Source: an optimization exercise on an open RTL-to-GDS flow (aim: small area and a short achievable clock period). Production flows keep margins and buffers that such runs may drop. RTL that was checked went through simulation tests only; none was proved equivalent to the original. The RTL of runs 2 to 4 and 6 was laid out without a check of its function. No driver is modelled on the clock port, so clocking that relies on it looks cheaper here than on a real chip. No activity file was given, so power comes from the tool's default toggle rates.

[flow/config.mk]
export PLATFORM = sky130hd
export DESIGN_NAME = kcpsm3
export DESIGN_NICKNAME = kcpsm3
export VERILOG_FILES = /design/flow/design.v
export SDC_FILE = /design/flow/constraint.sdc
export NUM_CORES = 4
export LEC_CHECK = 0
export CAP_MARGIN = 20
export CORE_MARGIN = 2
export CORE_UTILIZATION = 55
export CTS_BUF_LIST = sky130_fd_sc_hd__clkbuf_8 sky130_fd_sc_hd__clkbuf_16
export CTS_CLUSTER_DIAMETER = 100
export CTS_CLUSTER_SIZE = 22
export SETUP_SLACK_MARGIN = 4.4
export SLEW_MARGIN = 20
export TNS_END_PERCENT = 100
[flow/constraint.sdc]
create_clock -name core_clock -period 7.0 [get_ports {clk}]
set_input_delay 1.4000 -clock core_clock [delete_from_list [all_inputs] [get_ports {clk}]]
set_output_delay 1.4000 -clock core_clock [all_outputs]
set_load 0.01 [all_outputs]
[flow/design.v]
`timescale 1 ps / 1ps
module kcpsm3(
  output [9:0]  address,
  input  [17:0] instruction,
  output [7:0]  port_id,
  output        write_strobe,
  output [7:0]  out_port,
  output        read_strobe,
  input  [7:0]  in_port,
  input         interrupt,
  output        interrupt_ack,
  input         reset,
  input         clk);
  wire [17:0] ins = instruction;
  wire [3:0]  top4 = ins[17:14];
  wire [2:0]  top3 = ins[17:15];
  reg reset_delay, internal_reset, t_state;
  always @(posedge clk) begin
    reset_delay    <= reset;
    internal_reset <= reset | reset_delay;
    t_state        <= ~t_state & ~internal_reset;
  end
  reg carry_flag, zero_flag;
  reg clean_int, active_interrupt, int_ack, int_enable, shadow_carry, shadow_zero;
  wire int_update = active_interrupt | (ins[17] & ins[16] & ins[15]);
  always @(posedge clk) begin
    clean_int        <= interrupt & ~internal_reset;
    active_interrupt <= ~internal_reset & t_state & clean_int & int_enable & ~active_interrupt;
    int_ack          <= active_interrupt;
    if (active_interrupt) begin
      shadow_carry <= carry_flag;
      shadow_zero  <= zero_flag;
    end
    if (internal_reset)
      int_enable <= 1'b0;
    else if (int_update)
      int_enable <= ~active_interrupt & ins[0] & ~int_ack;
  end
  assign interrupt_ack = int_ack;
  wire condition_met = ins[11] ? (ins[10] ? ~carry_flag : carry_flag)
                               : (ins[10] ? ~zero_flag  : zero_flag);
  wire move_group = (top4 == 4'b1100) | (top4 == 4'b1101) | (top4 == 4'b1110) | (top4 == 4'b1010);
  wire taken      = move_group & (~ins[12] | condition_met);
  wire call_op    = (top4 == 4'b1100);
  wire ret_op     = (top4 == 4'b1010) | (top4 == 4'b1110);
  reg  [9:0] pc;
  reg  [9:0] tos;
  wire [9:0] pc_inc = pc + 10'd1;
  wire [9:0] vector = ins[15] ? tos : ins[9:0];
  always @(posedge clk)
    if (internal_reset)        pc <= 10'd0;
    else if (active_interrupt) pc <= 10'h3FF;
    else if (~t_state)         pc <= taken ? vector : pc_inc;
  assign address = pc;
  function [4:0] lfsr_state(input integer n);
    case (n)
      0: lfsr_state = 5'h01;
      1: lfsr_state = 5'h02;
      2: lfsr_state = 5'h04;
      3: lfsr_state = 5'h09;
      4: lfsr_state = 5'h12;
      5: lfsr_state = 5'h05;
      6: lfsr_state = 5'h0b;
      7: lfsr_state = 5'h16;
      8: lfsr_state = 5'h0c;
      9: lfsr_state = 5'h19;
      10: lfsr_state = 5'h13;
      11: lfsr_state = 5'h07;
      12: lfsr_state = 5'h0f;
      13: lfsr_state = 5'h1f;
      14: lfsr_state = 5'h1e;
      15: lfsr_state = 5'h1c;
      16: lfsr_state = 5'h18;
      17: lfsr_state = 5'h11;
      18: lfsr_state = 5'h03;
      19: lfsr_state = 5'h06;
      20: lfsr_state = 5'h0d;
      21: lfsr_state = 5'h1b;
      22: lfsr_state = 5'h17;
      23: lfsr_state = 5'h0e;
      24: lfsr_state = 5'h1d;
      25: lfsr_state = 5'h1a;
      26: lfsr_state = 5'h15;
      27: lfsr_state = 5'h0a;
      28: lfsr_state = 5'h14;
      29: lfsr_state = 5'h08;
      30: lfsr_state = 5'h10;
      default: lfsr_state = 5'h00;
    endcase
  endfunction
  wire push = ~internal_reset & ~t_state & (active_interrupt | (call_op & taken));
  wire pop  = ~internal_reset & ~t_state & ~active_interrupt & ret_op & taken;
  reg  [4:0] sp;
  wire [4:0] sp_up   = {sp[3:0], sp[4] ^ sp[2]};
  wire [4:0] sp_down = {sp[0] ^ sp[3], sp[4:1]};
  reg  [9:0] stack_mem [0:28];
  reg  [9:0] stack_rd;
  integer k;
  always @(*) begin
    stack_rd = 10'd0;
    for (k = 0; k < 29; k = k + 1)
      stack_rd = stack_rd | ({10{sp == lfsr_state(k + 2)}} & stack_mem[k]);
  end
  always @(posedge clk) begin
    if (internal_reset) sp <= lfsr_state(0);
    else if (push)      sp <= sp_up;
    else if (pop)       sp <= sp_down;
    if (push)     tos <= active_interrupt ? pc : pc_inc;
    else if (pop) tos <= stack_rd;
  end
  genvar g;
  generate
    for (g = 0; g < 29; g = g + 1) begin : stk
      always @(posedge clk)
        if (sp == lfsr_state(g + 1)) stack_mem[g] <= tos;
    end
  endgenerate
  reg  [7:0] regs [0:15];
  wire [15:0] x_sel = 16'd1 << ins[11:8];
  wire [15:0] y_sel = 16'd1 << ins[7:4];
  reg  [7:0] sx, sy;
  always @(*) begin
    sx = 8'd0;
    sy = 8'd0;
    for (k = 0; k < 16; k = k + 1) begin
      sx = sx | ({8{x_sel[k]}} & regs[k]);
      sy = sy | ({8{y_sel[k]}} & regs[k]);
    end
  end
  reg  [7:0] sx_q, op2_q;
  wire [7:0] op2 = ins[12] ? sy : ins[7:0];
  reg  [7:0] s_lo, s_hi;   
  reg  [17:13] iq;       
  reg  [3:0] xq;         
  reg  r_shift, r_in, r_fetch, r_arith, r_logic;   
  reg  cin_q;            
  wire a_cycle = ~internal_reset & ~t_state;
  wire store_op = (top3 == 3'b101) & ins[14] & ins[13];
  wire reg_op   = (top3 == 3'b000) | (top3 == 3'b001) | (top3 == 3'b011) | (top3 == 3'b100);
  wire flag_op  = (top4 == 4'b0010) | (top4 == 4'b0011) | (top4 == 4'b0100) | (top4 == 4'b0101) |
                  (top4 == 4'b0110) | (top4 == 4'b0111) | (top4 == 4'b1000) | (top4 == 4'b1110);
  reg  reg_en, mem_en, flag_en;
  always @(posedge clk) begin
    reg_en  <= a_cycle & ~active_interrupt & reg_op;
    mem_en  <= a_cycle & ~active_interrupt & store_op;
    flag_en <= a_cycle & flag_op;
  end
  always @(posedge clk) begin
    sx_q  <= sx;
    op2_q <= op2;
    s_lo  <= 8'd1 << op2[2:0];
    s_hi  <= 8'd1 << op2[5:3];
    iq    <= ins[17:13];
    xq    <= ins[11:8];
    r_shift <= ins[17];
    r_in    <= ~ins[17] & (top4[2:0] == 3'b001) & ~ins[13];
    r_fetch <= ~ins[17] & (top4[2:0] == 3'b001) & ins[13];
    r_arith <= ~ins[17] & ins[16] & (ins[15] | ins[14]);
    r_logic <= ~ins[17] & ~(top4[2:0] == 3'b001) & ~(ins[16] & (ins[15] | ins[14]));
    cin_q <= ins[14] ^ (ins[13] & carry_flag);
  end
  wire io_op  = ~ins[16] & ins[14] & ~ins[13] & (ins[17] == ins[15]);
  wire out_op = io_op & ins[17];
  reg  [7:0] out_q, port_q;
  always @(posedge clk) begin
    out_q  <= sx  & {8{out_op}};
    port_q <= op2 & {8{io_op}};
  end
  assign out_port = out_q;
  assign port_id  = port_q;
  wire [7:0] a = sx_q;
  wire [7:0] b = op2_q;
  wire [3:0] qtop4 = iq[17:14];
  reg [7:0] logical;
  always @(*)
    case (iq[14:13])
      2'b00: logical = b;
      2'b01: logical = a & b;
      2'b10: logical = a | b;
      default: logical = a ^ b;
    endcase
  wire [8:0] sum = {1'b0, a} + {1'b0, b ^ {8{iq[14]}}} + {8'd0, cin_q};
  wire       arith_carry = sum[8] ^ iq[14];
  wire shift_in = b[2] ? (b[1] ? b[0] : a[0]) : (b[1] ? a[7] : carry_flag);
  wire [7:0] shifted = b[3] ? {shift_in, a[7:1]} : {a[6:0], shift_in};
  wire shift_carry = b[3] ? a[0] : a[7];
  reg  [7:0] scratch [0:63];
  reg  [63:0] s_sel;
  reg  [7:0] fetched, row;
  integer j;
  always @(*) begin
    fetched = 8'd0;
    for (j = 0; j < 8; j = j + 1) begin
      row = 8'd0;
      for (k = 0; k < 8; k = k + 1) begin
        s_sel[j * 8 + k] = s_hi[j] & s_lo[k];
        row = row | ({8{s_lo[k]}} & scratch[j * 8 + k]);
      end
      fetched = fetched | ({8{s_hi[j]}} & row);
    end
  end
  wire [7:0] result = ({8{r_shift}} & shifted) | ({8{r_in}} & in_port) | ({8{r_fetch}} & fetched) |
                      ({8{r_arith}} & sum[7:0]) | ({8{r_logic}} & logical);
  wire parity    = ^(a & b);
  wire new_carry = iq[17] ? (iq[15] ? shadow_carry : shift_carry)
                 : iq[16] ? ((~iq[15] & ~iq[14]) ? parity : arith_carry) : 1'b0;
  wire [7:0] bb = b ^ {8{iq[14]}};
  wire [7:0] zero_carry = {a[6:0] | bb[6:0], cin_q};
  wire arith_zero = &(~(a ^ bb ^ zero_carry));
  wire new_zero  = iq[17] ? (iq[16] ? shadow_zero : (shifted == 8'd0))
                          : (r_arith ? arith_zero : (logical == 8'd0));
  always @(posedge clk) begin
    for (k = 0; k < 16; k = k + 1)
      if (reg_en & (xq == k)) regs[k] <= result;
    for (k = 0; k < 64; k = k + 1)
      if (mem_en & s_sel[k]) scratch[k] <= a;
    if (internal_reset) begin
      carry_flag <= 1'b0;
      zero_flag  <= 1'b0;
    end else if (flag_en) begin
      carry_flag <= new_carry;
      zero_flag  <= new_zero;
    end
  end
  wire io_decode = ~t_state & ~active_interrupt & ~ins[16] & ins[14] & ~ins[13];
  reg  ws, rs;
  always @(posedge clk) begin
    ws <= ~internal_reset & io_decode & ins[17] & ins[15];
    rs <= ~internal_reset & io_decode & ~ins[17] & ~ins[15];
  end
  assign write_strobe = ws;
  assign read_strobe  = rs;
endmodule
[flow/flow/run.sh]
#!/bin/bash
# Own layout flow: the standard flow (standard.sh, unchanged synthesis), with the
# port buffers made of a faster buffer cell and gate sizing not limited to cells of the
# same footprint. Everything else, including the constraints, is the standard flow's.
set -euo pipefail
bash standard.sh \
  MATCH_CELL_FOOTPRINT=0 \
  "BUFFER_PORTS_ARGS=-buffer_cell sky130_fd_sc_hd__buf_4" \
  finish > standard_flow.log 2>&1
[flow/standard.sh]
#!/bin/bash
# synth_recipe.tcl (not shown) runs the flow's synth.tcl, then flattens the netlist and writes it again
# the make line also repeats each setting of config.mk as NAME=value (left out here)
make -C /OpenROAD-flow-scripts/flow DESIGN_CONFIG=/design/flow/config.mk WORK_HOME=/design/flow/orfs CLKGATE_MAP_FILE= SYNTH_SCRIPT=/design/flow/synth_recipe.tcl "${@:-finish}"
==> summary.txt, run 1 <==
Ys async rst share: 0%
Final Slew Violations: 0
Worst IR Drop VDD: 0.203 mV
Yosys top cell area share: 68.9%
Vias post-DR: 25800
First-pass GRT wire length: 170000 µm
Top_reg_cell synth: edfxtp_1
Fill cells: 5419
Clock transition at path regs: 0.09 ns
Core area: 0.0742 mm²
Leak: 0.0154 µW
Syn Nets: 2738
Worst Hold Class: reg2reg
Antenna cells: 0
Clock latency (worst-skew pair): 0.66 ns
Post-CTS Hold Buffers: 0
Syn_area_per_cell: 15.3 µm²
Worst EP required: 7.41 ns
EDFF count, synth: 942
WS Path Type: reg2reg
IO Pins: 58
Initial Utilization: 55.3%
Worst hold margin: 0.428 ns
Top-count cell post-synth: edfxtp_1
Max Clock Skew: 0.0244 ns
All-Layer GR Usage: 30.2%
Crit path time final: 2.70 ns
H-tree depth: 2
Full die area: 0.0769 mm²
Fin nets: 2854
Clock root buffer: clkbuf_16
Grt ovf: 0
Vias in the first global route: 24200
Routed wire per std cell: 31.7 µm
CTS tree: built
Share of cells above drive strength 1: 18.7%
Vias per inst: 6.79
Endpoints failing setup: 0
Syn Std Cell Area: 0.0411 mm²
Post-Syn Instances: 2676
Synth top area cells: edfxtp_1, a22oi_1, dfxtp_1
FF+latch count, synth: 1033
Overall Power: 11400 µW
Placer Congestion: 0.908
Setup tns final: 0 ns
Maxcap violations: 0
R2r setup slk: 4.30 ns
Post-route cell area: 0.0464 mm²
Largest net degree at the start of global routing: 73
Routed Wire Length: 121000 µm
Distinct cells, synth: 85
Critical path data arrival time: 3.11 ns
Worst slew margin: 23.6%
Yosys top cell by area: edfxtp_1
Synth warn: 4
Pre-antenna DRT Iters: 6
Dpl cell area: 0.0430 mm²
Initial antenna violation count: 0
Clock Sink Count: 1033
Port bufs: 57
Final core occ: 62.5%
Num CTS Buffers: 53
Setup crit start kind: flip-flop
Least-Margin Pin Slew: 1.15 ns
Post-synth top cells: edfxtp_1, a22oi_1, clkbuf_1, nor2_1, nand2_1
Antenna-violating nets left: 0
Die Width: 277 µm
Max Freq: 371 MHz
CP endpoint kind: flip-flop
Row Count: 100
Fin. Hold Viols: 0
Seq/Total Area, Yosys: 73.3%
HPWL Detailed: 68400 µm
Remaining routing DRC violations: 0
Power per cell area: 247 mW/mm²
Run status: finished clean
CP Max Fanout: 8
CTS Buffer Depth: 3
Area grow syn2layout: 12.9%
Tcrit/Tclk final: 38.5%
Initial drt markers: 3578
RSZ-0062 raised after global routing: yes
Chip Height: 277 µm
-- power by group --
group	total (µW)	switching [µW]	internal, µW	leakage (µW)
registers	6900	76.1	6820	0.00929
clock network	3330	1920	1420	0.000910
logic	1210	769	437	0.00521
total	11400	2760	8680	0.0154
-- worst paths after layout --
check,start,endpoint,cells past startpoint
max,op2_q[0]$_DFF_P_,regs[4][1]$_DFFE_PP_,7
min,reset_delay$_DFF_P_,internal_reset$_DFF_P_,1
max reg2reg,op2_q[0]$_DFF_P_,regs[4][1]$_DFFE_PP_,7
min reg2reg,reset_delay$_DFF_P_,internal_reset$_DFF_P_,1
-- metal layers --
| layer | part of all wire (%) | track usage [%] | up-vias |
|---|---|---|---|
| met5 | 0 | 0 | - |
| li1 | - | - | 11000 |
| met3 | 8.1 | 3.76 | 192 |
| met4 | 3.4 | 10.0 | 0 |
| met2 | 48 | 48.3 | 1362 |
| met1 | 41 | 43.6 | 13300 |
-- critical path, cell delays in order, from the launching register on --
cell and delay, ns:
dfxtp_4 0.39, xnor2_4 0.15, fa_2 0.35, inv_2 0.07, fa_2 0.42, a222oi_1 0.61
nand3_4 0.24, clkbuf_16 0.22
-- stage by stage --
step | std cells | setup WS [ns]
final | 3805 | 4.30
after global routing | 3805 | 4.24
after CTS | 3750 | 4.34
after detailed placement | 3597 | 3.26
after global placement | 3597 | 3.30
after floorplan | 2676 | 4.02
-- sequential cells by signal (all words and copies together) (netlist names), 4 cells and up --
register	cells
port_q	8
pc	10
op2_q	8
scratch	512
iq	5
stack_mem	290
s_lo	8
tos	10
sx_q	8
regs	128
s_hi	8
out_q	8
xq	4
sp	5
-- kinds of logic after synthesis --
| logic type | after synthesis | synth area share [%] |
|---|---|---|
| AO/OA/AOI/OAI | 666 | 12.2 |
| XOR/XNOR | 41 | 0.874 |
| adder cells (fa/ha/maj) | 33 | 1.04 |
| buffers and inverters | 225 | 2.31 |
| flip-flops | 1033 | 73.3 |
| multiplexers | 85 | 2.57 |
| AND/OR/NAND/NOR | 593 | 7.68 |
-- area by class of cell --
cell class | instances | area (µm²) | share of cell area [%]
Sequential cell | 1033 | 30200 | 65.2
Timing Repair Buffer | 231 | 2370 | 5.11
Clock inverter | 45 | 200 | 0.432
Inverter | 53 | 204 | 0.440
Multi-Input combinational cell | 1420 | 10800 | 23.3
Tap cell | 969 | 1210 | 2.61
Clock buffer | 54 | 1350 | 2.91
-- cells in the final DEF, fill, tap and decap left out, types with 20 or more instances in the layout --
cell type,count
nor2b_1,27
nand4_1,100
mux2_2,28
dfxtp_4,28
inv_1,88
a22o_1,26
xor2_1,20
buf_12,21
edfxtp_1,942
and3_1,73
ha_1,28
nand2_1,103
mux2i_1,37
a21oi_1,43
a221oi_1,27
dfxtp_1,47
nand3_1,37
clkbuf_16,63
buf_4,168
o21ai_0,29
nor2_2,24
a22oi_1,380
nor2_1,88
nor3_1,20
-- timing repair --
action	4_1_cts	5_1_grt
setup endpoints to repair	372	177
gates cloned	5	7
buffers inserted	49	48
pin swaps	17	25
resized for setup	133	49
==> inputs of run 2 (changes only) <==
--- a/flow/design.v
+++ b/flow/design.v
@@ -147,7 +147,7 @@
   end
   always @(posedge clk) begin
     sx_q  <= sx;
-    op2_q <= op2;
+    op2_q <= op2 ^ {8{~ins[17] & ins[16] & ins[14]}};
     s_lo  <= 8'd1 << op2[2:0];
     s_hi  <= 8'd1 << op2[5:3];
     iq    <= ins[17:13];
@@ -179,7 +179,7 @@
       2'b10: logical = a | b;
       default: logical = a ^ b;
     endcase
-  wire [8:0] sum = {1'b0, a} + {1'b0, b ^ {8{iq[14]}}} + {8'd0, cin_q};
+  wire [8:0] sum = {1'b0, a} + {1'b0, b} + {8'd0, cin_q};
   wire       arith_carry = sum[8] ^ iq[14];
   wire shift_in = b[2] ? (b[1] ? b[0] : a[0]) : (b[1] ? a[7] : carry_flag);
   wire [7:0] shifted = b[3] ? {shift_in, a[7:1]} : {a[6:0], shift_in};
@@ -204,7 +204,7 @@
   wire parity    = ^(a & b);
   wire new_carry = iq[17] ? (iq[15] ? shadow_carry : shift_carry)
                  : iq[16] ? ((~iq[15] & ~iq[14]) ? parity : arith_carry) : 1'b0;
-  wire [7:0] bb = b ^ {8{iq[14]}};
+  wire [7:0] bb = b;
   wire [7:0] zero_carry = {a[6:0] | bb[6:0], cin_q};
   wire arith_zero = &(~(a ^ bb ^ zero_carry));
   wire new_zero  = iq[17] ? (iq[16] ? shadow_zero : (shifted == 8'd0))
--- a/flow/config.mk
+++ b/flow/config.mk
@@ -8,7 +8,6 @@
 export CAP_MARGIN = 20
 export CORE_MARGIN = 2
 export CORE_UTILIZATION = 55
-export CTS_BUF_LIST = sky130_fd_sc_hd__clkbuf_8 sky130_fd_sc_hd__clkbuf_16
 export CTS_CLUSTER_DIAMETER = 100
 export CTS_CLUSTER_SIZE = 22
 export SETUP_SLACK_MARGIN = 4.4
==> run 2 against run 1 <==
  * Still clean
  * Sequential share of layout area rose by 0.16 points
  * Global-route usage grew 1.9 points
  * Clock skew is 0.0043 ns lower
  * Non-clock buffer count stayed put
  * Total power up 0.21%
  * Worst hold slack got worse by 0.0062 ns
  * Synthesized area fell by 0.17%
  * Flip-flop and latch count unchanged
  * Synthesized cell count shrank 0.26%
  * Utilization about the same
  * Critical path type is now in2reg
==> summary.txt, run 2 <==
Top_reg_cell synth: edfxtp_1
Top-count cell post-synth: edfxtp_1
Worst path cell trace: buf_12 -> nor2_1 -> and3_1 -> a31oi_1 -> or2_2 -> and4b_1 -> nand2_1
Fin. Hold Viols: 0
Initial antenna violation count: 5
Clock root buffer: clkbuf_16
Clock Sink Count: 1033
Ys async rst share: 0%
Commonest non-fill, non-tap cell in the layout: edfxtp_1
IO Pins: 58
Max reg flops: 512
Hold Startpoint: reset_delay$_DFF_P_
Post-CTS Hold Buffers: 0
Area grow syn2layout: 12.9%
Endpoints failing setup: 0
CP endpoint kind: flip-flop
Post-Syn Instances: 2669
Pre-antenna DRT Iters: 6
Power per cell area: 248 mW/mm²
Routed Wire Length: 126000 µm
Tcrit/Tclk final: 38.8%
Overall Power: 11500 µW
Critical Path Start: instruction[10]
R2r setup slk: 4.38 ns
Num CTS Buffers: 52
Worst IR Drop VDD: 0.196 mV
Reg-to-reg endpoint: tos[2]$_DFFE_PP_
Worst-path cell with the longest stage delay: nor2_1
Multi-input logic area: 0.0107 mm²
Worst slew margin: 24.5%
Post-synthesis share of cell area spent on xor and xnor gates: 0.922%
Placer Congestion: 0.946
Post-synthesis mux area share: 2.76%
Largest net degree at the start of global routing: 65
Crit path buf inv count: 1
H-tree depth: 2
Port bufs: 57
R2R cell count: 7
Final Slew Violations: 0
Yosys top cell by area: edfxtp_1
CP Max Fanout: 37
Core area: 0.0741 mm²
All-Layer GR Usage: 32.2%
Critical path data arrival time: 3.27 ns
Maxcap violations: 0
First-pass GRT wire length: 179000 µm
Fin nets: 2831
Dpl cell area: 0.0427 mm²
WS Path Type: in2reg
Clock latency (worst-skew pair): 0.65 ns
Row Count: 100
Least-Margin Pin Slew: 1.13 ns
Share of cells above drive strength 1: 18.5%
Antenna-violating nets left: 0
Top Layer Used: met4
Largest family of logic cells by synthesized area: compound AO/OA/AOI/OAI gates
Post-route cell area: 0.0463 mm²
Synth warn: 4
Largest Register: scratch
Setup crit start kind: input pin
CTS Buffer Depth: 3
Yosys top cell area share: 69.0%
Distinct cells, synth: 84
Vias per inst: 6.88
WL met2: 59900 µm
Synth top area cells: edfxtp_1, a22oi_1, dfxtp_1
EDFF count, synth: 942
Remaining routing DRC violations: 0
Hold Crit Depth: 1
HPWL Detailed: 71100 µm
Post-synthesis simple-gate area fraction: 7.62%
Adder-cell share of the synthesized area: 0.617%
Routed wire per std cell: 33.3 µm
Initial drt markers: 4011
FF+latch count, synth: 1033
Post-synth top cells: edfxtp_1, a22oi_1, clkbuf_1, nor2_1, nand2_1
Syn Nets: 2717
FF+latch area: 0.0302 mm²
Die Width: 277 µm
Crit-path max cell delay: 0.69 ns
R2r startpoint: sp[2]$_SDFFE_PP0P_
Post-synthesis compound-gate area fraction: 12.3%
Worst hold margin: 0.422 ns
Initial Utilization: 55.3%
CTS tree: built
Worst Hold Class: reg2reg
Fill cells: 5491
Crit path time final: 2.71 ns
Vias post-DR: 26100
Setup tns final: 0 ns
Max Freq: 369 MHz
Grt ovf: 0
Worst EP required: 7.56 ns
Hold Path End: internal_reset$_DFF_P_
Max Clock Skew: 0.0201 ns
RSZ-0062 raised after global routing: yes
Biggest regs: scratch x512, stack_mem x290, regs x128
Clock transition at path regs: 0.09 ns
Top delay family on crit path: simple AND/OR/NAND/NOR gates
Most frequent cells in the layout: edfxtp_1, a22oi_1, buf_4
Syn Std Cell Area: 0.0410 mm²
Leak: 0.0151 µW
Syn_area_per_cell: 15.4 µm²
Seq/Total Area, Yosys: 73.4%
Run status: finished clean
Vias in the first global route: 24900
Met3 Wirelength: 10700 µm
Met1 WL: 50400 µm
Full die area: 0.0767 mm²
Chip Height: 277 µm
## run 2: through the flow
stage	setup slack (ns)	util, %	instances
after floorplan	3.90	-	2669
after global placement	2.96	57.6	3579
after detailed placement	2.84	57.7	3580
after CTS	4.35	61.9	3753
after global routing	4.32	62.5	3785
final	4.29	62.5	3786
## run 2: final cells by class
| cell class | count | share of cell area, % |
|---|---|---|
| multi-input combinational | 1413 | 23.2 |
| tap | 969 | 2.62 |
| sequential | 1033 | 65.3 |
| clock buffer | 84 | 3.12 |
| inverter | 52 | 0.452 |
| antenna | 3 | 0.0162 |
| clock inverter | 1 | 0.0433 |
| timing repair buffer | 231 | 5.22 |
## run 2: layer usage
layer  vias to the layer above  track usage [%]
met5                         -                0
met4                         0             12.2
met3                       254             4.06
met2                      1431             51.5
met1                     13400             45.6
li1                      11000                -
## run 2: timing repair
item / CTS / global route
pin swaps: 26 / 20
gates resized for setup: 164 / 38
setup buffers: 82 / 27
endpoints found under the setup margin: 247 / 126
cloned: 6 / 2
## run 2: report_power, final
group	internal, µW	switching, µW
clock network	1420	1880
registers	6830	84.5
logic	447	807
total	8700	2770
## run 2: logic make-up after synthesis
group / after synthesis
adders and majority gates: 19
AOI/OAI and AO/OA: 677
and+or+nand+nor: 588
buffers and inverters: 226
xor gates and xnor gates: 41
muxes: 85
DFF: 1033
## run 2: how the worst max path moves through the flow
stage	end	slack, ns	depth (start not counted)
2_1_floorplan	tos[2]$_DFFE_PP_	3.90	7
3_3_place_gp	sp[0]$_SDFFE_PP1P_	2.96	7
3_5_place_dp	sp[0]$_SDFFE_PP1P_	2.84	7
4_1_cts	address[7]	4.35	1
5_1_grt	tos[2]$_DFFE_PP_	4.32	7
6_report	sx_q[2]$_DFF_P_	4.29	7
==> inputs of run 3 (changes only) <==
--- a/flow/config.mk
+++ b/flow/config.mk
@@ -5,11 +5,11 @@
 export SDC_FILE = /design/flow/constraint.sdc
 export NUM_CORES = 4
 export LEC_CHECK = 0
-export CAP_MARGIN = 20
+export CAP_MARGIN = 5
 export CORE_MARGIN = 2
 export CORE_UTILIZATION = 55
 export CTS_CLUSTER_DIAMETER = 100
 export CTS_CLUSTER_SIZE = 22
 export SETUP_SLACK_MARGIN = 4.4
-export SLEW_MARGIN = 20
+export SLEW_MARGIN = 5
 export TNS_END_PERCENT = 100
==> run 3 against run 2 <==
  * Flip-flop and latch count is the same
  * Routed wire length up 0.56%
  * Synthesized cell count stayed put
  * Non-clock buffer count up 3
  * Register-to-register slack about the same
  * Via count grew 0.12%
==> summary.txt, run 3 <==
Run status: finished clean
Crit path time final: 2.64 ns
Max Freq: 379 MHz
Core area: 0.0741 mm²
Worst EP required: 7.57 ns
Multi-input logic area: 0.0108 mm²
CP endpoint kind: flip-flop
Synth warn: 4
Seq/Total Area, Yosys: 73.4%
Top_reg_cell synth: edfxtp_1
R2r setup slk: 4.38 ns
WS Path Type: in2reg
FF+latch count, synth: 1033
Fill cells: 5470
Final core occ: 62.7%
Post-CTS Hold Buffers: 0
Switching Share: 24.1%
Chip Height: 277 µm
Clock latency (worst-skew pair): 0.65 ns
Synth top area cells: edfxtp_1, a22oi_1, dfxtp_1
Vias per inst: 6.89
Fin nets: 2835
Register share of total power: 60.3%
Worst IR Drop VDD: 0.195 mV
Post-synth top cells: edfxtp_1, a22oi_1, clkbuf_1, nor2_1, nand2_1
Remaining routing DRC violations: 0
Max Clock Skew: 0.0177 ns
IO Pins: 58
Row Count: 100
Maxcap violations: 0
RSZ-0062 raised after global routing: yes
Overall Power: 11500 µW
Area grow syn2layout: 13.4%
Clock Sink Count: 1033
Syn Nets: 2717
Setup tns final: 0 ns
Sw power: 2760 µW
Worst Hold Class: reg2reg
Most frequent cells in the layout: edfxtp_1, a22oi_1, buf_4
Commonest non-fill, non-tap cell in the layout: edfxtp_1
CTS tree: built
Worst slew margin: 10.1%
Routed wire per std cell: 33.4 µm
Pre-antenna DRT Iters: 6
Setup crit start kind: input pin
Dpl cell area: 0.0427 mm²
Least-Margin Pin Slew: 1.34 ns
Antenna-violating nets left: 0
CTS Buffer Depth: 3
Hold Crit Depth: 1
Num CTS Buffers: 52
Syn_area_per_cell: 15.4 µm²
Vias post-DR: 26100
Full die area: 0.0767 mm²
Initial drt markers: 3844
Yosys top cell by area: edfxtp_1
Comb power frac: 11.1%
First-pass GRT wire length: 178000 µm
Internal: 8700 µW
R2R cell count: 7
Top-count cell post-synth: edfxtp_1
FF+latch area: 0.0302 mm²
Reg-to-reg endpoint: regs[4][7]$_DFFE_PP_
Placer Congestion: 0.946
Setup ws final: 4.36 ns
Leak: 0.0151 µW
Post-place setup slack: 2.85 ns
Syn Std Cell Area: 0.0410 mm²
Hold Path End: internal_reset$_DFF_P_
Yosys top cell area share: 69.0%
R2r startpoint: s_lo[7]$_SDFF_PN0_
Routed Wire Length: 127000 µm
Endpoints failing setup: 0
Port bufs: 57
Distinct cells, synth: 84
Post-Syn Instances: 2669
Largest net degree at the start of global routing: 65
Power per cell area: 247 mW/mm²
Initial Utilization: 55.3%
Final Slew Violations: 0
Largest Register: scratch
Critical path data arrival time: 3.21 ns
HPWL Detailed: 71100 µm
Post-route cell area: 0.0465 mm²
H-tree depth: 2
Clock root buffer: clkbuf_16
Initial antenna violation count: 3
Ys async rst share: 0%
Tcrit/Tclk final: 37.7%
Biggest regs: scratch x512, stack_mem x290, regs x128
Share of cells above drive strength 1: 18.7%
Vias in the first global route: 25000
Die Width: 277 µm
CP Max Fanout: 27
Clock Power Share: 28.6%
Hold Startpoint: reset_delay$_DFF_P_
Max reg flops: 512
Clock transition at path regs: 0.09 ns
EDFF count, synth: 942
All-Layer GR Usage: 32.0%
Fin. Hold Viols: 0
Grt ovf: 0
## run 3: cell types whose count changed in the layout (fill, tap and decap cells not counted), moves of 2 or more
cell and delta:
buf_16 +2, buf_4 -3, buf_8 -2, clkbuf_16 +4
## run 3: how the worst max path moves through the flow
stage	start	to	slack [ns]	depth (start not counted)
after floorplan	instruction[11]	tos[2]$_DFFE_PP_	3.90	7
final	instruction[7]	s_hi[2]$_SDFF_PP0_	4.36	9
after detailed placement	instruction[11]	sp[0]$_SDFFE_PP1P_	2.85	7
after CTS	s_lo[0]$_SDFF_PP0_	regs[8][5]$_DFFE_PP_	4.26	7
after global routing	instruction[15]	sp[0]$_SDFFE_PP1P_	4.32	7
after global placement	instruction[11]	sp[0]$_SDFFE_PP1P_	2.96	7
## run 3: cell type report
type	count	area share, %
timing repair buffer	234	5.48
tap	969	2.61
antenna	3	0.0162
clock buffer	83	3.10
multi-input combinational	1414	23.2
sequential	1033	65.1
inverter	52	0.463
clock inverter	1	0.0431
## run 3: logic make-up after synthesis
logic type                 after synthesis  share of synthesized area, %
DFF                                   1033                          73.4
AOI/OAI and AO/OA                      677                          12.3
and+or+nand+nor                        588                          7.62
buffers and inverters                  226                          2.31
muxes                                   85                          2.76
xor gates and xnor gates                41                         0.922
adders and majority gates               19                         0.617
## run 3: critical path: stages
cell and delay [ns]:
buf_16 0.19, clkinvlp_4 0.19, buf_4 0.21, o41ai_2 0.40, a311oi_4 0.09, o2111ai_4 0.19, o21ai_4 0.17, buf_4 0.17
nor3b_1 0.16
## run 3: power by group through the flow
stage | Clock, µW | Sequential, µW | Combinational, µW
after detailed placement | 0 | 7180 | 822
after CTS | 3320 | 6930 | 1140
after global routing | 3550 | 6920 | 1320
after floorplan | 0 | 7050 | 573
after global placement | 0 | 7170 | 815
final | 3280 | 6920 | 1270
## run 3: stage by stage
stage,hold slack (ns),instances
floorplan,0.381,2669
global placement,0.403,3579
detailed placement,0.403,3579
global route,0.449,3788
CTS,0.435,3736
finish,0.430,3789
## run 3: timing repair
item | in CTS | in global routing
pin swaps | 19 | 25
gates cloned | 6 | 7
endpoints found under the setup margin | 245 | 170
gates resized for setup | 162 | 61
buffers inserted | 67 | 43
endpoints found under the hold margin | 0 | 0
## run 3: routing by layer
| layer | routed length [µm] | part of all wire (%) | global-route usage, % |
|---|---|---|---|
| met4 | 5310 | 4.2 | 12.6 |
| met3 | 10900 | 8.6 | 4.61 |
| met1 | 50300 | 40 | 45.2 |
| met5 | 0 | 0 | 0 |
| met2 | 60200 | 48 | 50.9 |
==> inputs of run 4 (changes only) <==
--- a/flow/design.v
+++ b/flow/design.v
@@ -131,7 +131,6 @@
   wire [7:0] op2 = ins[12] ? sy : ins[7:0];
   reg  [7:0] s_lo, s_hi;   
   reg  [17:13] iq;       
-  reg  [3:0] xq;         
   reg  r_shift, r_in, r_fetch, r_arith, r_logic;   
   reg  cin_q;            
   wire a_cycle = ~internal_reset & ~t_state;
@@ -147,11 +146,10 @@
   end
   always @(posedge clk) begin
     sx_q  <= sx;
-    op2_q <= op2 ^ {8{~ins[17] & ins[16] & ins[14]}};
+    op2_q <= op2;
     s_lo  <= 8'd1 << op2[2:0];
     s_hi  <= 8'd1 << op2[5:3];
     iq    <= ins[17:13];
-    xq    <= ins[11:8];
     r_shift <= ins[17];
     r_in    <= ~ins[17] & (top4[2:0] == 3'b001) & ~ins[13];
     r_fetch <= ~ins[17] & (top4[2:0] == 3'b001) & ins[13];
@@ -159,15 +157,8 @@
     r_logic <= ~ins[17] & ~(top4[2:0] == 3'b001) & ~(ins[16] & (ins[15] | ins[14]));
     cin_q <= ins[14] ^ (ins[13] & carry_flag);
   end
-  wire io_op  = ~ins[16] & ins[14] & ~ins[13] & (ins[17] == ins[15]);
-  wire out_op = io_op & ins[17];
-  reg  [7:0] out_q, port_q;
-  always @(posedge clk) begin
-    out_q  <= sx  & {8{out_op}};
-    port_q <= op2 & {8{io_op}};
-  end
-  assign out_port = out_q;
-  assign port_id  = port_q;
+  assign out_port = sx_q;
+  assign port_id  = op2_q;
   wire [7:0] a = sx_q;
   wire [7:0] b = op2_q;
   wire [3:0] qtop4 = iq[17:14];
@@ -179,7 +170,7 @@
       2'b10: logical = a | b;
       default: logical = a ^ b;
     endcase
-  wire [8:0] sum = {1'b0, a} + {1'b0, b} + {8'd0, cin_q};
+  wire [8:0] sum = {1'b0, a} + {1'b0, b ^ {8{iq[14]}}} + {8'd0, cin_q};
   wire       arith_carry = sum[8] ^ iq[14];
   wire shift_in = b[2] ? (b[1] ? b[0] : a[0]) : (b[1] ? a[7] : carry_flag);
   wire [7:0] shifted = b[3] ? {shift_in, a[7:1]} : {a[6:0], shift_in};
@@ -204,14 +195,14 @@
   wire parity    = ^(a & b);
   wire new_carry = iq[17] ? (iq[15] ? shadow_carry : shift_carry)
                  : iq[16] ? ((~iq[15] & ~iq[14]) ? parity : arith_carry) : 1'b0;
-  wire [7:0] bb = b;
+  wire [7:0] bb = b ^ {8{iq[14]}};
   wire [7:0] zero_carry = {a[6:0] | bb[6:0], cin_q};
   wire arith_zero = &(~(a ^ bb ^ zero_carry));
   wire new_zero  = iq[17] ? (iq[16] ? shadow_zero : (shifted == 8'd0))
                           : (r_arith ? arith_zero : (logical == 8'd0));
   always @(posedge clk) begin
     for (k = 0; k < 16; k = k + 1)
-      if (reg_en & (xq == k)) regs[k] <= result;
+      if (reg_en & x_sel[k]) regs[k] <= result;
     for (k = 0; k < 64; k = k + 1)
       if (mem_en & s_sel[k]) scratch[k] <= a;
     if (internal_reset) begin
==> flow/config.mk (replaced) <==
export PLATFORM = sky130hd
export DESIGN_NAME = kcpsm3
export DESIGN_NICKNAME = kcpsm3
export VERILOG_FILES = /design/flow/design.v
export SDC_FILE = /design/flow/constraint.sdc
export NUM_CORES = 4
export LEC_CHECK = 0
export CAP_MARGIN = 20
export CORE_MARGIN = 2
export CORE_UTILIZATION = 55
export CTS_CLUSTER_DIAMETER = 60
export CTS_CLUSTER_SIZE = 30
export SETUP_SLACK_MARGIN = 4.4
export SLEW_MARGIN = 20
export TNS_END_PERCENT = 100
==> run 4 against run 3 <==
  * Global-route usage increased by 0.56 points
  * Largest power group unchanged
  * Worst hold slack gained 0.017 ns
  * Critical path type is now reg2reg
  * Total power rose by 8.5%
  * Still clean
  * Utilization grew 1.1 points
==> summary.txt, run 4 <==
Run status: finished clean
Synth top area cells: edfxtp_1, a22oi_1, dfxtp_1
Remaining routing DRC violations: 0
Clock Power Share: 34.6%
Syn Std Cell Area: 0.0410 mm²
Pre-antenna DRT Iters: 7
Max reg flops: 512
Worst EP required: 7.37 ns
EDFF count, synth: 942
Share of cells above drive strength 1: 20.6%
Worst IR Drop VDD: 0.241 mV
Setup tns final: 0 ns
Vias post-DR: 26400
Yosys top cell area share: 69.1%
Max Freq: 341 MHz
Largest Register: scratch
Fin. Hold Viols: 0
R2r startpoint: op2_q[0]$_DFF_P_
Clock transition at path regs: 0.09 ns
Ys async rst share: 0%
Power per cell area: 263 mW/mm²
Worst slew margin: 27.7%
Fill cells: 5381
Row Count: 100
Crit path time final: 2.93 ns
Clock root buffer: clkbuf_16
Initial Utilization: 55.3%
Leak: 0.0154 µW
Full die area: 0.0767 mm²
Overall Power: 12400 µW
Synth warn: 4
Maxcap violations: 0
Dpl cell area: 0.0426 mm²
Tcrit/Tclk final: 41.9%
Setup crit start kind: flip-flop
Grt ovf: 0
Antenna-violating nets left: 0
Switching Share: 25.9%
FF+latch count, synth: 1013
All-Layer GR Usage: 32.6%
RSZ-0062 raised after global routing: yes
Placer Congestion: 0.919
Yosys top cell by area: edfxtp_1
Vias in the first global route: 24900
Syn_area_per_cell: 15.3 µm²
Internal: 9210 µW
Initial antenna violation count: 2
CP endpoint kind: flip-flop
Final cell count without fillers: 3812
Core area: 0.0741 mm²
Register share of total power: 54.7%
Critical path data arrival time: 3.30 ns
Hold Path End: internal_reset$_DFF_P_
Final core occ: 63.9%
Commonest non-fill, non-tap cell in the layout: edfxtp_1
CP Max Fanout: 8
Comb power frac: 10.8%
Top-count cell post-synth: edfxtp_1
Least-Margin Pin Slew: 1.08 ns
CTS Buffer Depth: 3
Max Clock Skew: 0.0375 ns
CTS tree: built
Die Width: 277 µm
Sw power: 3230 µW
Worst Hold Class: reg2reg
WS Path Type: reg2reg
Post-synth top cells: edfxtp_1, a22oi_1, clkbuf_1, nor2_1, nand2_1
Largest net degree at the start of global routing: 73
R2R cell count: 8
Hold Crit Depth: 1
Port bufs: 57
Endpoints failing setup: 0
Routed wire per std cell: 33.7 µm
Chip Height: 277 µm
Final Slew Violations: 0
Clock Sink Count: 1013
Vias per inst: 6.93
Clock latency (worst-skew pair): 0.64 ns
Routed Wire Length: 129000 µm
Fin nets: 2853
Initial drt markers: 3952
H-tree depth: 3
Post-route cell area: 0.0473 mm²
Area grow syn2layout: 15.5%
HPWL Detailed: 70200 µm
IO Pins: 58
Most frequent cells in the layout: edfxtp_1, a22oi_1, buf_4
Top_reg_cell synth: edfxtp_1
Syn Nets: 2746
Reg-to-reg endpoint: regs[3][0]$_DFFE_PP_
Num CTS Buffers: 66
Seq/Total Area, Yosys: 72.5%
Post-Place Cells: 3583
Biggest regs: scratch x512, stack_mem x290, regs x128
R2r setup slk: 4.07 ns
Post-Syn Instances: 2684
Distinct cells, synth: 95
Hold Startpoint: reset_delay$_DFF_P_
First-pass GRT wire length: 180000 µm
-- run 4: cell types whose count changed after synthesis, moves of 8 or more --
cell | previous run | this run
a22oi_1 | 414 | 406
ha_1 | 17 | 31
dfxtp_1 | 91 | 71
xor2_1 | 14 | 22
nor3b_1 | 10 | 19
clkbuf_1 | 128 | 117
buf_2 | 23 | 39
a21oi_1 | 37 | 51
a31oi_1 | 32 | 19
-- run 4: power groups by stage --
stage | Sequential, µW | Clock, µW | Combinational [µW]
after CTS | 6800 | 4330 | 1220
final | 6800 | 4300 | 1340
after global routing | 6800 | 4540 | 1400
after global placement | 7040 | 0 | 850
after detailed placement | 7040 | 0 | 860
after floorplan | 6930 | 0 | 573
-- run 4: metal layers --
metal  routed length, µm  vias to the layer above  GRT usage [%]
li1                    -                    11000              -
met1               50600                    13500           47.0
met2               59500                     1616           50.5
met3               13100                      271           5.04
met4                5440                        0           12.7
met5                   0                        -              0
-- run 4: final cells by class --
cell class / count / area (µm²) / share of cell area (%)
Clock inverter: 45 / 563 / 1.19
Inverter: 53 / 206 / 0.436
Timing Repair Buffer: 216 / 2490 / 5.27
Tap cell: 969 / 1210 / 2.56
Multi-Input combinational cell: 1441 / 11200 / 23.7
Antenna cell: 3 / 7.51 / 0.0159
Clock buffer: 72 / 1760 / 3.72
Sequential cell: 1013 / 29800 / 63.1
-- run 4: metrics by stage --
step | setup WS, ns | hold WS (ns)
after floorplan | 3.99 | 0.392
after global placement | 2.86 | 0.402
after detailed placement | 2.87 | 0.426
after CTS | 4.19 | 0.453
after global routing | 4.10 | 0.460
final | 4.07 | 0.447
-- run 4: worst max-delay path by stage --
stage                          start  cells after the start              endpoint  slack (ns)
finish              op2_q[0]$_DFF_P_                      8  regs[3][0]$_DFFE_PP_        4.07
CTS                 op2_q[0]$_DFF_P_                     10  regs[1][6]$_DFFE_PP_        4.19
global placement     instruction[11]                      7      tos[0]$_DFFE_PP_        2.86
floorplan            instruction[11]                      8      tos[0]$_DFFE_PP_        3.99
detailed placement   instruction[11]                      7      tos[0]$_DFFE_PP_        2.87
global route        op2_q[0]$_DFF_P_                     10  regs[1][6]$_DFFE_PP_        4.10
-- run 4: timing repair --
| action | CTS | global route |
|---|---|---|
| hold buffers | 0 | 0 |
| gates resized for setup | 186 | 63 |
| buffers inserted | 70 | 25 |
| endpoints found under the setup margin | 327 | 188 |
| cloned | 7 | 7 |
| pin swaps | 30 | 26 |
-- run 4: cell families after synthesis --
logic type               Yosys count  share of synthesized area (%)
flip-flops                      1013                           72.5
AO/OA/AOI/OAI                    673                           12.3
multiplexers                      93                           2.93
AND/OR/NAND/NOR                  595                           7.84
XOR/XNOR                          43                          0.938
buffers and inverters            234                           2.41
adder cells (fa/ha/maj)           33                           1.04
-- run 4: worst max-delay path, cell delays in order (launching register included) --
cell	delay, ns
dfxtp_4	0.40
buf_4	0.15
buf_6	0.11
inv_2	0.05
ha_4	0.18
mux4_2	0.50
a222oi_1	0.75
nand3_4	0.27
clkbuf_16	0.26
==> inputs of run 5 (changes only) <==
--- a/flow/design.v
+++ b/flow/design.v
@@ -157,8 +157,15 @@
     r_logic <= ~ins[17] & ~(top4[2:0] == 3'b001) & ~(ins[16] & (ins[15] | ins[14]));
     cin_q <= ins[14] ^ (ins[13] & carry_flag);
   end
-  assign out_port = sx_q;
-  assign port_id  = op2_q;
+  wire io_op  = ~ins[16] & ins[14] & ~ins[13] & (ins[17] == ins[15]);
+  wire out_op = io_op & ins[17];
+  reg  [7:0] out_q, port_q;
+  always @(posedge clk) begin
+    out_q  <= sx  & {8{out_op}};
+    port_q <= op2 & {8{io_op}};
+  end
+  assign out_port = out_q;
+  assign port_id  = port_q;
   wire [7:0] a = sx_q;
   wire [7:0] b = op2_q;
   wire [3:0] qtop4 = iq[17:14];
==> flow/flow/run.sh (replaced) <==
#!/bin/bash
# Own layout flow: the standard flow (standard.sh, unchanged synthesis), with the
# port buffers made of a faster buffer cell, gate sizing not limited to cells of the
# same footprint, and one more gate-sizing pass after clock tree synthesis
# (flow/post_cts.tcl). Everything else, including the constraints, is the standard flow's.
set -euo pipefail
bash standard.sh \
  MATCH_CELL_FOOTPRINT=0 \
  "BUFFER_PORTS_ARGS=-buffer_cell sky130_fd_sc_hd__buf_4" \
  "POST_CTS_TCL=$PWD/flow/post_cts.tcl" \
  finish > standard_flow.log 2>&1
==> flow/flow/post_cts.tcl (new file) <==
# Extra setup repair after clock tree synthesis: gate sizing and pin swaps only
# (no new buffers), aiming at a tighter setup margin than the standard pass.
log_cmd estimate_parasitics -placement
log_cmd repair_timing -setup -setup_margin 4.7 -repair_tns 100 -sequence "sizeup,swap" -skip_last_gasp -verbose
log_cmd detailed_placement
check_placement -verbose
--- a/flow/config.mk
+++ b/flow/config.mk
@@ -5,6 +5,7 @@
 export SDC_FILE = /design/flow/constraint.sdc
 export NUM_CORES = 4
 export LEC_CHECK = 0
+export ABC_CLOCK_PERIOD_IN_PS = 2600
 export CAP_MARGIN = 20
 export CORE_MARGIN = 2
 export CORE_UTILIZATION = 55
@@ -12,4 +13,4 @@
 export CTS_CLUSTER_SIZE = 30
 export SETUP_SLACK_MARGIN = 4.4
 export SLEW_MARGIN = 20
-export TNS_END_PERCENT = 100
+export TNS_END_PERCENT = 20
==> run 5 against run 4 <==
  * Still clean on timing, DRC and antenna
  * Utilization decreased by 0.35 points
  * Worst setup slack better by 0.23 ns
  * Worst hold slack got worse by 0.023 ns
  * Flip-flop and latch count increased by 16
  * Non-clock buffer count fell by 40
  * Clock skew up 0.0019 ns
  * Sequential share of layout area shrank 0.24 points
  * Critical endpoint is now regs[2][2]$_DFFE_PP_
==> summary.txt, run 5 <==
Leak: 0.0156 µW
Antenna-violating nets left: 0
Vias post-DR: 26900
Post-synth top cells: edfxtp_1, a22oi_1, clkbuf_1, and3_1, nand4_1
Core area: 0.0756 mm²
Dpl cell area: 0.0435 mm²
Area grow syn2layout: 14.7%
Commonest non-fill, non-tap cell in the layout: edfxtp_1
Clock Power Share: 35.4%
Clock transition at path regs: 0.08 ns
Die Width: 280 µm
Critical path data arrival time: 3.08 ns
Top delay family on crit path: compound AO/OA/AOI/OAI gates
Max Freq: 370 MHz
Ys async rst share: 0%
Setup crit start kind: flip-flop
Post-route cell area: 0.0480 mm²
Final core occ: 63.5%
IO Pins: 58
Share of cells above drive strength 1: 20.5%
Synth top area cells: edfxtp_1, a22oi_1, dfxtp_1
Post-place setup slack: 3.15 ns
Most frequent cells in the layout: edfxtp_1, a22oi_1, and3_1
Remaining routing DRC violations: 0
CP endpoint kind: flip-flop
Run status: finished clean
Distinct cells, synth: 90
Initial antenna violation count: 4
Synth warn: 4
Setup ws final: 4.30 ns
Sw power: 3140 µW
Top cell by count, worst path: fa_2
EDFF count, synth: 942
Full die area: 0.0783 mm²
Top-count cell post-synth: edfxtp_1
Tcrit/Tclk final: 38.6%
Worst path cell trace: xnor2_4 -> fa_2 -> inv_2 -> fa_2 -> xor2_1 -> a222oi_1 -> nand3b_1 -> buf_6 -> buf_8
Least-Margin Pin Slew: 1.15 ns
First-pass GRT wire length: 182000 µm
Pre-antenna DRT Iters: 6
All-Layer GR Usage: 31.9%
Vias in the first global route: 26000
Comb power frac: 9.2%
Clock Sink Count: 1029
Initial Utilization: 55.4%
Largest net degree at the start of global routing: 73
Maxcap violations: 0
Max reg flops: 512
Initial drt markers: 3617
Worst Hold Class: reg2reg
Yosys top cell by area: edfxtp_1
WS Path Type: reg2reg
Power per cell area: 260 mW/mm²
Worst EP required: 7.37 ns
Setup tns final: 0 ns
Register share of total power: 55.4%
Worst-path cell with the longest stage delay: a222oi_1
Largest Register: scratch
Syn Std Cell Area: 0.0418 mm²
FF+latch count, synth: 1029
Port bufs: 57
Fin. Hold Viols: 0
Seq/Total Area, Yosys: 71.8%
Switching Share: 25.2%
Syn_area_per_cell: 14.9 µm²
Worst slew margin: 23.3%
Internal: 9330 µW
Crit path time final: 2.70 ns
HPWL Detailed: 72900 µm
Post-Syn Instances: 2805
Crit-path max cell delay: 0.61 ns
CP Max Fanout: 8
Yosys top cell area share: 67.6%
Top_reg_cell synth: edfxtp_1
Routed Wire Length: 126000 µm
Max Clock Skew: 0.0393 ns
CTS tree: built
Final Slew Violations: 0
Routed wire per std cell: 32.5 µm
Post-Place Cells: 3709
Syn Nets: 2867
Vias per inst: 6.92
Endpoints failing setup: 0
Placer Congestion: 0.927
Biggest regs: scratch x512, stack_mem x290, regs x128
RSZ-0062 raised after global routing: yes
Worst IR Drop VDD: 0.260 mV
Chip Height: 280 µm
Final cell count without fillers: 3885
Fin nets: 2915
Grt ovf: 0
Row Count: 101
Clock latency (worst-skew pair): 0.65 ns
Crit path buf inv count: 3
-- run 5: cell count changes after synthesis, moves of 21 or more --
cell	before	now
nand3_1	42	95
clkbuf_1	117	141
nand3b_1	14	38
a22oi_1	406	341
and3_1	78	139
a2111oi_0	2	23
nand2_1	98	72
-- run 5: area by class of cell --
class	instances	area [µm²]
diodes	1	2.50
clock buffers	75	1830
clock inverters	47	608
fillers	5516	27600
inverters	55	239
multi-input cells	1524	11800
flip-flops and latches	1029	30200
well taps	978	1220
repair buffers	176	2080
-- run 5: cells by family (layout without fill, tap and decap cells) --
kind of cell    after synthesis  count (layout)  share of synthesized area [%]
buf+inv                     253             353                           2.42
compound gates              637             638                           11.3
fa+ha+maj                    33              33                           1.02
simple gates                719             719                           9.79
flops                      1029            1029                           71.8
xor+xnor                     41              41                          0.858
mux                          93              93                           2.80
other cells                   0               1                              0
-- run 5: worst reg2reg max path, delay by kind of cell (launching register included) --
kind	cells	cell delay, ns
and+or+nand+nor	1	0.16
buffers and inverters	3	0.35
AOI/OAI and AO/OA	1	0.61
adders and majority gates	2	0.60
xor gates and xnor gates	2	0.34
DFF	1	0.39
-- run 5: final timing paths --
path / endpoint / cells past startpoint / slack (ns) / start
hold / removal: internal_reset$_DFF_P_ / 1 / 0.42 / reset_delay$_DFF_P_
setup / recovery: regs[2][2]$_DFFE_PP_ / 9 / 4.30 / iq[14]$_DFF_P_
hold reg to reg: internal_reset$_DFF_P_ / 1 / 0.42 / reset_delay$_DFF_P_
setup reg to reg: regs[2][2]$_DFFE_PP_ / 9 / 4.30 / iq[14]$_DFF_P_
-- run 5: metrics by stage --
stage / hold slack [ns] / power, µW
2_1_floorplan: 0.392 / 7590
6_report: 0.424 / 12500
3_5_place_dp: 0.409 / 7970
3_3_place_gp: 0.398 / 7950
5_1_grt: 0.443 / 12800
-- run 5: per-layer routing --
layer | part of all wire, % | vias to the layer above | global-route usage [%] | wire [µm]
met5 | 0.018 | - | 0 | 23
met4 | 3.7 | 4 | 11.5 | 4630
met3 | 9.1 | 265 | 4.49 | 11500
met2 | 48 | 1568 | 51.2 | 59900
met1 | 40 | 13700 | 45.0 | 50000
li1 | - | 11400 | - | -
-- run 5: power by group through the flow --
stage,sequential (µW),combinational [µW],clock (µW)
2_1_floorplan,7030,565,0
3_3_place_gp,7090,858,0
3_5_place_dp,7100,872,0
5_1_grt,6910,1210,4660
6_report,6910,1150,4410
==> inputs of run 6 (changes only) <==
--- a/flow/design.v
+++ b/flow/design.v
@@ -118,29 +118,37 @@
   reg  [7:0] regs [0:15];
   wire [15:0] x_sel = 16'd1 << ins[11:8];
   wire [15:0] y_sel = 16'd1 << ins[7:4];
-  reg  [7:0] sx, sy;
+  reg  [7:0] rx, ry;
   always @(*) begin
-    sx = 8'd0;
-    sy = 8'd0;
+    rx = 8'd0;
+    ry = 8'd0;
     for (k = 0; k < 16; k = k + 1) begin
-      sx = sx | ({8{x_sel[k]}} & regs[k]);
-      sy = sy | ({8{y_sel[k]}} & regs[k]);
-    end
-  end
+      rx = rx | ({8{x_sel[k]}} & regs[k]);
+      ry = ry | ({8{y_sel[k]}} & regs[k]);
+    end
+  end
+  reg  [7:0] ld_data;
+  reg  [3:0] ld_x;
+  reg  ld_en, ld_pend;
+  wire [7:0] sx = (ld_pend & (ins[11:8] == ld_x)) ? ld_data : rx;
+  wire [7:0] sy = (ld_pend & (ins[7:4] == ld_x)) ? ld_data : ry;
   reg  [7:0] sx_q, op2_q;
   wire [7:0] op2 = ins[12] ? sy : ins[7:0];
   reg  [7:0] s_lo, s_hi;   
   reg  [17:13] iq;       
-  reg  r_shift, r_in, r_fetch, r_arith, r_logic;   
+  reg  r_shift, r_fetch, r_arith, r_logic;   
   reg  cin_q;            
   wire a_cycle = ~internal_reset & ~t_state;
   wire store_op = (top3 == 3'b101) & ins[14] & ins[13];
-  wire reg_op   = (top3 == 3'b000) | (top3 == 3'b001) | (top3 == 3'b011) | (top3 == 3'b100);
+  wire load_op  = (top4 == 4'b0001);   
+  wire reg_op   = (top4 == 4'b0000) | (top3 == 3'b001) | (top3 == 3'b011) | (top3 == 3'b100);
   wire flag_op  = (top4 == 4'b0010) | (top4 == 4'b0011) | (top4 == 4'b0100) | (top4 == 4'b0101) |
                   (top4 == 4'b0110) | (top4 == 4'b0111) | (top4 == 4'b1000) | (top4 == 4'b1110);
   reg  reg_en, mem_en, flag_en;
   always @(posedge clk) begin
     reg_en  <= a_cycle & ~active_interrupt & reg_op;
+    ld_en   <= a_cycle & ~active_interrupt & load_op;
+    ld_pend <= ld_en;
     mem_en  <= a_cycle & ~active_interrupt & store_op;
     flag_en <= a_cycle & flag_op;
   end
@@ -151,7 +159,6 @@
     s_hi  <= 8'd1 << op2[5:3];
     iq    <= ins[17:13];
     r_shift <= ins[17];
-    r_in    <= ~ins[17] & (top4[2:0] == 3'b001) & ~ins[13];
     r_fetch <= ~ins[17] & (top4[2:0] == 3'b001) & ins[13];
     r_arith <= ~ins[17] & ins[16] & (ins[15] | ins[14]);
     r_logic <= ~ins[17] & ~(top4[2:0] == 3'b001) & ~(ins[16] & (ins[15] | ins[14]));
@@ -197,8 +204,12 @@
       fetched = fetched | ({8{s_hi[j]}} & row);
     end
   end
-  wire [7:0] result = ({8{r_shift}} & shifted) | ({8{r_in}} & in_port) | ({8{r_fetch}} & fetched) |
-                      ({8{r_arith}} & sum[7:0]) | ({8{r_logic}} & logical);
+  wire [7:0] result = ({8{r_shift}} & shifted) | ({8{r_arith}} & sum[7:0]) | ({8{r_logic}} & logical);
+  always @(posedge clk) begin
+    ld_data <= r_fetch ? fetched : in_port;
+    ld_x    <= ins[11:8];
+  end
+  wire [7:0] wdata = ld_pend ? ld_data : result;
   wire parity    = ^(a & b);
   wire new_carry = iq[17] ? (iq[15] ? shadow_carry : shift_carry)
                  : iq[16] ? ((~iq[15] & ~iq[14]) ? parity : arith_carry) : 1'b0;
@@ -209,7 +220,7 @@
                           : (r_arith ? arith_zero : (logical == 8'd0));
   always @(posedge clk) begin
     for (k = 0; k < 16; k = k + 1)
-      if (reg_en & x_sel[k]) regs[k] <= result;
+      if ((reg_en & x_sel[k]) | (ld_pend & (ld_x == k))) regs[k] <= wdata;
     for (k = 0; k < 64; k = k + 1)
       if (mem_en & s_sel[k]) scratch[k] <= a;
     if (internal_reset) begin
==> flow/flow/run.sh (replaced) <==
#!/bin/bash
# Own layout flow: the standard flow (standard.sh, unchanged synthesis), with the
# port buffers made of a faster buffer cell and gate sizing not limited to cells of the
# same footprint. Everything else, including the constraints, is the standard flow's.
set -euo pipefail
bash standard.sh \
  MATCH_CELL_FOOTPRINT=0 \
  "BUFFER_PORTS_ARGS=-buffer_cell sky130_fd_sc_hd__buf_4" \
  finish > standard_flow.log 2>&1
removed: flow/flow/post_cts.tcl
==> run 6 against run 5 <==
  * Via count grew 1.5%
  * Worst setup slack lost 0.15 ns
  * Clock skew shrank 0.0026 ns
  * Synthesized cell count shrank 1.2%
  * Non-clock buffer count grew 74
  * Critical path type unchanged
  * Flip-flop and latch count grew 13
  * Highest routed layer unchanged
==> summary.txt, run 6 <==
Pre-antenna DRT Iters: 6
Antenna cells: 0
Clock latency (worst-skew pair): 0.68 ns
Grt ovf: 0
Post-route cell area: 0.0486 mm²
Vias post-DR: 27300
Routed wire per std cell: 33.0 µm
Power per cell area: 266 mW/mm²
Crit path time final: 2.86 ns
R2r setup slk: 4.14 ns
Fin. Hold Viols: 0
Yosys top cell area share: 67.5%
Num CTS Buffers: 72
Full die area: 0.0784 mm²
Worst-path cell with the longest stage delay: a211oi_1
Fin nets: 2974
CTS Buffer Depth: 3
Post-synth top cells: edfxtp_1, a22oi_1, clkbuf_1, nor2_1, dfxtp_1
H-tree depth: 3
Seq/Total Area, Yosys: 72.3%
Ys async rst share: 0%
Worst path depth: 11
Placer Congestion: 0.977
R2R cell count: 11
CTS tree: built
Top cell by count, worst path: buf_4
Top_reg_cell synth: edfxtp_1
WS Path Type: reg2reg
Critical path data arrival time: 3.23 ns
EDFF count, synth: 942
Dpl cell area: 0.0435 mm²
Worst slew margin: 25.2%
Remaining routing DRC violations: 0
Clock Sink Count: 1042
Maxcap violations: 0
Crit-path max cell delay: 0.40 ns
Worst Hold Class: reg2reg
Row Count: 101
Yosys top cell by area: edfxtp_1
Share of cells above drive strength 1: 20.2%
Distinct cells, synth: 75
Post-Syn Instances: 2771
Worst IR Drop VDD: 0.246 mV
Routed Wire Length: 130000 µm
Die Width: 280 µm
R2r startpoint: iq[14]$_DFF_P_
Initial Utilization: 55.3%
Top-count cell post-synth: edfxtp_1
Most frequent cells in the layout: edfxtp_1, a22oi_1, buf_4
Antenna-violating nets left: 0
Max Clock Skew: 0.0368 ns
Core area: 0.0757 mm²
Worst EP required: 7.38 ns
Largest Register: scratch
Post-CTS Hold Buffers: 0
Final Slew Violations: 0
Initial drt markers: 3690
Chip Height: 280 µm
Syn Std Cell Area: 0.0419 mm²
Clock transition at path regs: 0.09 ns
Hold Startpoint: ld_en$_DFF_P_
HPWL Detailed: 74900 µm
Hold Path End: ld_pend$_DFF_P_
Clock root buffer: clkbuf_16
RSZ-0062 raised after global routing: yes
Hold Crit Depth: 0
Tcrit/Tclk final: 40.8%
Syn Nets: 2833
Worst hold margin: 0.334 ns
Largest net degree at the start of global routing: 71
Port bufs: 57
Reg-to-reg endpoint: regs[15][2]$_DFFE_PP_
All-Layer GR Usage: 31.8%
CP endpoint kind: flip-flop
Crit path buf inv count: 4
Vias per inst: 6.92
Synth warn: 4
Biggest regs: scratch x512, stack_mem x290, regs x128
Synth top area cells: edfxtp_1, a22oi_1, dfxtp_1
Initial antenna violation count: 3
FF+latch count, synth: 1042
Endpoints failing setup: 0
Leak: 0.0161 µW
IO Pins: 58
Syn_area_per_cell: 15.1 µm²
Commonest non-fill, non-tap cell in the layout: edfxtp_1
Max Freq: 350 MHz
CP Max Fanout: 16
Setup crit start kind: flip-flop
First-pass GRT wire length: 180000 µm
Area grow syn2layout: 16.1%
Worst path cell trace: xnor2_4 -> fa_2 -> inv_2 -> fa_2 -> buf_4 -> buf_4 -> xnor2_1 -> o22ai_1 -> a211oi_1 -> a21oi_1 -> buf_4
Top delay family on crit path: compound AO/OA/AOI/OAI gates
Run status: finished clean
Vias in the first global route: 25300
Max reg flops: 512
Least-Margin Pin Slew: 1.12 ns
Setup tns final: 0 ns
run 6: worst register-to-register path, stage by stage (launching register included):
cell and delay (ns):
dfxtp_4 0.39, xnor2_4 0.17, fa_2 0.25, inv_2 0.04, fa_2 0.33, buf_4 0.14
buf_4 0.12, xnor2_1 0.24, o22ai_1 0.17, a211oi_1 0.40, a21oi_1 0.08, buf_4 0.23
run 6: worst max-delay path by stage:
stage | endpoint | slack [ns] | start
floorplan | s_lo[1]$_SDFF_PN0_ | 3.91 | instruction[5]
global placement | tos[7]$_DFFE_PP_ | 2.96 | instruction[11]
detailed placement | tos[9]$_DFFE_PP_ | 2.92 | instruction[11]
CTS | regs[2][4]$_DFFE_PP_ | 4.20 | iq[14]$_DFF_P_
global route | regs[13][2]$_DFFE_PP_ | 4.11 | iq[14]$_DFF_P_
finish | regs[15][2]$_DFFE_PP_ | 4.14 | iq[14]$_DFF_P_
run 6: per-layer routing:
layer / track usage, % / wire, µm / vias up
li1: - / - / 11500
met1: 47.9 / 53200 / 13800
met2: 47.6 / 57800 / 1758
met3: 5.98 / 14400 / 287
met4: 9.35 / 4780 / 2
met5: 0 / 8 / -
run 6: area by class of cell:
type,instances,area [µm²]
Clock inverter,55,751
Sequential cell,1042,30300
Timing Repair Buffer,250,2710
Tap cell,978,1220
Fill cell,5422,27100
Multi-Input combinational cell,1490,11500
Clock buffer,78,1850
Inverter,56,219
run 6: what timing repair did:
action                                  CTS  global route
gates cloned                              5            15
endpoints found under the setup margin  385           298
resized for setup                       115           127
setup buffers                            43            58
pin swaps                                17            48
run 6: cell families after synthesis:
group                      synth area share, %
adders and majority gates                 1.02
and+or+nand+nor                           7.58
DFF                                       72.3
AOI/OAI and AO/OA                         12.7
muxes                                     2.87
xor gates and xnor gates                  1.11
buffers and inverters                     2.38
run 6: report_power, final:
| group | internal [µW] | total [µW] | leakage [µW] | switching (µW) |
|---|---|---|---|---|
| clock network | 2180 | 4640 | 0.00125 | 2450 |
| registers | 6890 | 6990 | 0.00935 | 99.6 |
| logic | 495 | 1310 | 0.00552 | 818 |
run 6: stage by stage:
step                      utilization (%)  total power (µW)  setup slack [ns]  instances
after floorplan                         -              7710              3.91       2771
after global placement               57.5              8100              2.96       3694
after detailed placement             57.5              8120              2.92       3694
after CTS                            62.5             12800              4.20       3875
after global routing                 64.3             13300              4.11       3949
final                                64.3             12900              4.14       3949

## port drivers added, routing unchanged
Ports are ideal in the flow. The routed layouts listed here were re-timed in OpenROAD.
Step 1 (the two cells are an assumption about what drives the block):
set clk [get_ports {clk}]
set_driving_cell -lib_cell sky130_fd_sc_hd__clkbuf_16 $clk
set_driving_cell -lib_cell sky130_fd_sc_hd__buf_2 [delete_from_list [all_inputs] $clk]
Step 2 moves the port delays by t, midway between the first and last clock arrival at a register: inputs arrive t later, outputs are due t later. That takes back most of the time a late clock gives input paths.
Three values: ideal, step 1, step 2; two values: the first two.
| run | t (ns) | setup slack, ns | hold slack, ns | pins driven straight from the clock port |
|---|---|---|---|---|
| run 1 | 0.711 | 4.302 / 4.302 / 3.657 | 0.428 / 0.428 / 0.428 | 1 |
| run 2 | 0.706 | 4.286 / 4.204 / 3.498 | 0.422 / 0.422 / 0.422 | 1 |
| run 3 | 0.706 | 4.360 / 4.209 / 3.503 | 0.430 / 0.430 / 0.430 | 1 |
| run 4 | 0.694 | 4.069 / 4.069 / 3.602 | 0.447 / 0.447 / 0.447 | 1 |
| run 5 | 0.701 | 4.297 / 4.277 / 3.577 | 0.424 / 0.424 / 0.424 | 1 |
| run 6 | 0.725 | 4.144 / 4.051 / 3.326 | 0.334 / 0.334 / 0.334 | 1 |
After both steps every run listed still meets setup and hold. For run 3, which loses most, drivers alone change the setup slack by -0.151 ns; drivers and shift together by -0.857 ns.
